Source: an optimization exercise on an open RTL-to-GDS flow (aim: small area). Production flows keep margins and buffers that such runs may drop.
The RTL was checked by simulation tests, not by an equivalence proof against the original design.
Power and IR drop assume default switching activity.

run 1:
## spi_top
module spi_top(
    input clk,rst,wr,
    input [7:0]din,addr,
    output done,err,
    output [7:0]dout
);
Size in the first run: roughly 370 cells after synthesis, about 280 flip-flops, ~29 I/O pins.
Settings: LEC_CHECK=0, CAP_MARGIN=20, CORE_MARGIN=2, CORE_UTILIZATION=70, SLEW_MARGIN=20; clock period 8.0 ns.
standard.sh (not shown) runs the stock make flow with config.mk's settings and CLKGATE_MAP_FILE= SYNTH_SCRIPT=/design/flow/synth_recipe.tcl, a recipe that flattens the netlist after the stock synthesis.
==> flow/flow/run.sh <==
#!/bin/bash
set -euo pipefail
bash standard.sh \
  BUFFER_PORTS_ARGS="-buffer_cell sky130_fd_sc_hd__buf_1" \
  PRE_DETAIL_PLACE_TCL="$PWD/flow/recover.tcl" \
  CTS_ARGS="-sink_clustering_enable -repair_clock_nets -dont_use_dummy_load -sink_clustering_size 20 -sink_clustering_max_diameter 50 -buf_list sky130_fd_sc_hd__clkbuf_8 -root_buf sky130_fd_sc_hd__clkbuf_16" \
  finish > standard.log 2>&1
==> flow/flow/recover.tcl <==
# Downsize cells on paths with timing slack to spare (ORFS hook, sourced
# before detailed placement).
estimate_parasitics -placement
repair_timing -recover_power 100
Run 1 completed every stage of the flow, and the final layout passed the timing, design-rule and antenna checks.
Here is what was changed in the inputs of run 2 compared with run 1.
Settings: CORE_UTILIZATION: 70 -> 75.
==> flow/flow/run.sh <==
#!/bin/bash
set -euo pipefail
bash standard.sh \
  BUFFER_PORTS_ARGS="-buffer_cell sky130_fd_sc_hd__buf_1" \
  PRE_DETAIL_PLACE_TCL="$PWD/flow/recover.tcl" \
  CTS_ARGS="-sink_clustering_enable -repair_clock_nets -dont_use_dummy_load -sink_clustering_size 21 -sink_clustering_max_diameter 45 -buf_list sky130_fd_sc_hd__clkbuf_8" \
  finish > standard.log 2>&1
[summary]
Run 1 and run 2 all finish clean. Non-clock buffer count: run 2 vs run 1 identical. Compared with run 1, in run 2 final period utilization +0.64 points; total power after layout now sits lower; total non-filler cell area in the finished layout went down 0.55%. Compared to run 1, run 2 has worst path required time 0.04 ns higher. There was hardly any difference in clock-pin slew of the registers on the worst-case setup and hold paths between run 2 and run 1. Run 2 against run 1; detailed placer's ending HPWL is up by more than 10%.
diff inputs: run 2 => run 3
Settings: CORE_UTILIZATION now 70, was 75.
==> flow/flow/run.sh <==
#!/bin/bash
set -euo pipefail
bash standard.sh \
  BUFFER_PORTS_ARGS="-buffer_cell sky130_fd_sc_hd__buf_1" \
  PRE_DETAIL_PLACE_TCL="$PWD/flow/recover.tcl" \
  CTS_ARGS="-sink_clustering_enable -repair_clock_nets -dont_use_dummy_load -sink_clustering_size 12 -sink_clustering_max_diameter 30 -buf_list sky130_fd_sc_hd__clkbuf_4" \
  finish > standard.log 2>&1
--- outcome ---
Timing, DRC, antenna: 0 failures across run 3 and run 2
Reported for run 3 and run 2, non-clock buffer total of the final layout turned out identical to the last digit.
Changes observed in run 3 relative to run 2: cell area after layout rose 0.48%, die area rose 630 sq um, final-layout clock buffer total rose 18, final hold slack about even, power dissipated by switching net loads rose 0.0000063 W.
The run showing the greater clock network power share is run 3.
## Diff of input files: run 4 against run 3
Settings: CTS_CLUSTER_SIZE now 20, previously not set; CTS_CLUSTER_DIAMETER now 50, previously not set; CTS_BUF_LIST now sky130_fd_sc_hd__clkbuf_8, previously not set.
==> flow/flow/run.sh <==
#!/bin/bash
# Standard layout, with two changes: the port buffers are the smallest
# buffer (buf_1), and clock tree synthesis inserts no dummy loads.
set -euo pipefail
bash standard.sh \
  BUFFER_PORTS_ARGS="-buffer_cell sky130_fd_sc_hd__buf_1" \
  CTS_ARGS="-sink_clustering_enable -repair_clock_nets -sink_clustering_size 20 -sink_clustering_max_diameter 50 -buf_list sky130_fd_sc_hd__clkbuf_8 -dont_use_dummy_load" \
  finish > standard.log 2>&1
removed: flow/flow/recover.tcl
Run 4: done, clean on timing, DRC and antenna
Number of nets in the final layout shrinks by a few percent when moving from run 3 to run 4.
Looking at leakage power across both flows, run 4 is the stronger of the two, with run 3 trailing.
Proportion of total power due to net switching, run 4 and run 3: smaller value in run 4
Utilization: run 3 vs run 4, no meaningful difference

[separate check: timing with driven ports]
The flow's constraints put no driver on any port. The routed layouts listed below were extracted and timed again, unchanged, in two steps. Step 1 assumes that a clkbuf_16 drives the clock port and a buf_2 every other input. Step 2 also shifts input and output timing later by t, the mid clock arrival at the registers, as if the neighbouring blocks saw the same clock. a / b / c = no drivers / after step 1 / after step 2; a / b = the first two.
run	t, ns	setup WS [ns]	worst setup path at the end	worst slew at a driven data input, ns
run 1	0.487	4.963 / 4.979 / 4.492	input to register	0.04
run 2	0.511	4.913 / 4.929 / 4.418	input to register	0.04
run 3	0.568	5.048 / 5.056 / 4.489	input to register	0.04
run 4	0.508	5.185 / 5.194 / 4.686	input to register	0.04
After both steps every run listed still meets setup and hold. For run 3, which loses most, drivers alone change the setup slack by +0.008 ns; drivers and shift together by -0.559 ns.
